Background: an optimization exercise with open tools, aiming at small area. Do not read the settings as production practice.
Function was checked by simulation only, so behaviour that the tests miss may differ from the original.
Power and IR drop assume default switching activity.

// top
module top (
    input clk,              
    input rst,              
    input [2:0] buttons,    
    input sw_left,          
    input sw_right,         
    output [6:0] segments,  
    output [7:0] anodes     
);
export LEC_CHECK = 0
export CAP_MARGIN = 20
export CORE_MARGIN = 2
export CORE_UTILIZATION = 65
export SLEW_MARGIN = 20
create_clock -name core_clock -period 20.0 [get_ports {clk}]
standard.sh (not shown) runs the stock make flow with config.mk's settings and CLKGATE_MAP_FILE= SYNTH_SCRIPT=/design/flow/synth_recipe.tcl, a recipe that flattens the netlist after the stock synthesis.
==> flow/flow/run.sh <==
#!/bin/bash
# Own flow: the standard layout with an area-oriented ABC script in synthesis,
# buf_1 port buffers and a clock tree without dummy loads.
set -euo pipefail
export FLOW_SYNTH_TCL="$PWD/synth_recipe.tcl"
bash standard.sh \
  "SYNTH_SCRIPT=$PWD/flow/synth.tcl" "ADDER_MAP_FILE=" \
  "BUFFER_PORTS_ARGS=-buffer_cell sky130_fd_sc_hd__buf_1" \
  "CTS_ARGS=-sink_clustering_enable -repair_clock_nets -dont_use_dummy_load -buf_list sky130_fd_sc_hd__clkbuf_8 -sink_clustering_size 20" \
  finish > standard.log 2>&1
==> flow/flow/area.abc <==
strash
dch -f
amap
topo
==> flow/flow/synth.tcl <==
# The standard synthesis (synth_recipe.tcl) with ABC run on an area-oriented script.
# Registers are mapped before ABC runs, so they come out as in the standard synthesis.
set area_script [file join [file dirname [info script]] area.abc]
proc abc {args} {
  global area_script
  set i [lsearch -exact $args -script]
  if { $i >= 0 } {
    set args [lreplace $args [expr {$i + 1}] [expr {$i + 1}] $area_script]
  }
  yosys abc {*}$args
}
source $::env(FLOW_SYNTH_TCL)
The starting point completed with no timing, DRC or antenna violations.
Next try:
--- a/flow/config.mk
+++ b/flow/config.mk
@@ -7,5 +7,5 @@
 export LEC_CHECK = 0
-export CAP_MARGIN = 20
+export CAP_MARGIN = 0
 export CORE_MARGIN = 2
-export CORE_UTILIZATION = 65
-export SLEW_MARGIN = 20
+export CORE_UTILIZATION = 40
+export SLEW_MARGIN = 0
Outcome:
- The changed run passed the timing, DRC and antenna checks
- clock-buffer cell count stays the same
- setup slack improves by 0.068 ns
- power is about the same
- non-clock buffer count grows by 1
- clock power stays flat
- via count shrinks by a few percent
- clock skew shrinks by 0.0037 ns
- cell count grows by roughly a tenth
- design area grows slightly
- critical path depth is unchanged
Next try:
==> flow/flow/area.abc (replaced) <==
&get -n
&st
&dch -f
&nf -p -R 1000
&put
&get -n
&st
&dch -f
&nf -p -R 1000
&put
topo
--- a/flow/config.mk
+++ b/flow/config.mk
@@ -7,5 +7,6 @@
 export LEC_CHECK = 0
-export CAP_MARGIN = 0
+export CAP_MARGIN = 20
 export CORE_MARGIN = 2
 export CORE_UTILIZATION = 40
-export SLEW_MARGIN = 0
+export GPL_TIMING_DRIVEN = 0
+export SLEW_MARGIN = 20
Result: Power falls slightly. Synthesized cell count falls by a few percent. Worst setup slack gains 0.020 ns. Global-route usage falls by 0.53 points. Non-clock buffer count is unchanged. Die area falls slightly.
Next try:
--- a/flow/flow/run.sh
+++ b/flow/flow/run.sh
@@ -8,3 +8,3 @@
   "BUFFER_PORTS_ARGS=-buffer_cell sky130_fd_sc_hd__buf_1" \
-  "CTS_ARGS=-sink_clustering_enable -repair_clock_nets -dont_use_dummy_load -buf_list sky130_fd_sc_hd__clkbuf_8 -sink_clustering_size 20" \
+  "CTS_ARGS=-sink_clustering_enable -repair_clock_nets -dont_use_dummy_load -buf_list sky130_fd_sc_hd__clkbuf_4" \
   finish > standard.log 2>&1
--- a/flow/config.mk
+++ b/flow/config.mk
@@ -9,3 +9,3 @@
 export CORE_MARGIN = 2
-export CORE_UTILIZATION = 40
+export CORE_UTILIZATION = 85
 export GPL_TIMING_DRIVEN = 0
Outcome:
- With this change the flow stopped in 3_3_place_gp with GPL-0301
- synthesized cell count is unchanged
- synthesized area does not change
Next try:
--- a/flow/flow/run.sh
+++ b/flow/flow/run.sh
@@ -8,3 +8,3 @@
   "BUFFER_PORTS_ARGS=-buffer_cell sky130_fd_sc_hd__buf_1" \
-  "CTS_ARGS=-sink_clustering_enable -repair_clock_nets -dont_use_dummy_load -buf_list sky130_fd_sc_hd__clkbuf_4" \
+  "CTS_ARGS=-sink_clustering_enable -repair_clock_nets -dont_use_dummy_load -buf_list sky130_fd_sc_hd__clkbuf_8 -sink_clustering_size 20" \
   finish > standard.log 2>&1
==> flow/flow/area.abc (replaced) <==
strash
dch -f
amap
topo
--- a/flow/config.mk
+++ b/flow/config.mk
@@ -9,4 +9,3 @@
 export CORE_MARGIN = 2
-export CORE_UTILIZATION = 85
-export GPL_TIMING_DRIVEN = 0
+export CORE_UTILIZATION = 40
 export SLEW_MARGIN = 20
Outcome: With this change the flow completed with no timing, DRC or antenna violations. Synthesized area grows by 0.46%. Synthesized cell count rose by 7.1%.
Next try:
--- a/flow/flow/run.sh
+++ b/flow/flow/run.sh
@@ -8,3 +8,3 @@
   "BUFFER_PORTS_ARGS=-buffer_cell sky130_fd_sc_hd__buf_1" \
-  "CTS_ARGS=-sink_clustering_enable -repair_clock_nets -dont_use_dummy_load -buf_list sky130_fd_sc_hd__clkbuf_8 -sink_clustering_size 20" \
+  "CTS_ARGS=-sink_clustering_enable -repair_clock_nets -dont_use_dummy_load -buf_list {sky130_fd_sc_hd__clkbuf_4 sky130_fd_sc_hd__clkbuf_8} -root_buf sky130_fd_sc_hd__clkbuf_8 -sink_clustering_size 10" \
   finish > standard.log 2>&1
--- a/flow/config.mk
+++ b/flow/config.mk
@@ -9,3 +9,3 @@
 export CORE_MARGIN = 2
-export CORE_UTILIZATION = 40
+export CORE_UTILIZATION = 65
 export SLEW_MARGIN = 20
Result:
- The new run went through all stages and came out clean
- total power hardly moves
- via count rises by 4.1%
- clock-buffer cell count is unchanged
- fmax falls by 0.67%
- worst setup slack is worse by 0.068 ns
- synthesized cell count stays the same
- wire length falls by about 1.1%
- cell count falls by about 9%

==> static timing again, ports no longer ideal <==
In the flow no input, the clock included, has a driving cell. The finished layouts below were timed again as built, in two steps.
Step 1: set_driving_cell puts a clkbuf_16 on clk and a buf_2 on each other input, an assumption about the parent block.
Step 2 moves the port delays by t, midway between the first and last clock arrival at a register: inputs arrive t later, outputs are due t later. That takes back most of the time a late clock gives input paths.
a / b / c = ideal / step 1 / step 2; a / b = the first two.
run | t (ns) | slack for setup (ns) | worst hold slack (ns)
the first run | 0.382 | 9.787 / 9.763 / 9.763 | 0.392 / 0.392 / 0.392
the second run | 0.391 | 9.855 / 9.832 / 9.832 | 0.380 / 0.380 / 0.380
the third run | 0.371 | 9.876 / 9.849 / 9.849 | 0.387 / 0.387 / 0.387
the fifth run | 0.391 | 9.855 / 9.832 / 9.832 | 0.380 / 0.380 / 0.380
the sixth run | 0.382 | 9.787 / 9.763 / 9.763 | 0.392 / 0.392 / 0.392
After both steps setup and hold are still met in every run listed. The setup slack of the third run, which loses most, moves by -0.027 ns with the drivers and by -0.027 ns with both steps.
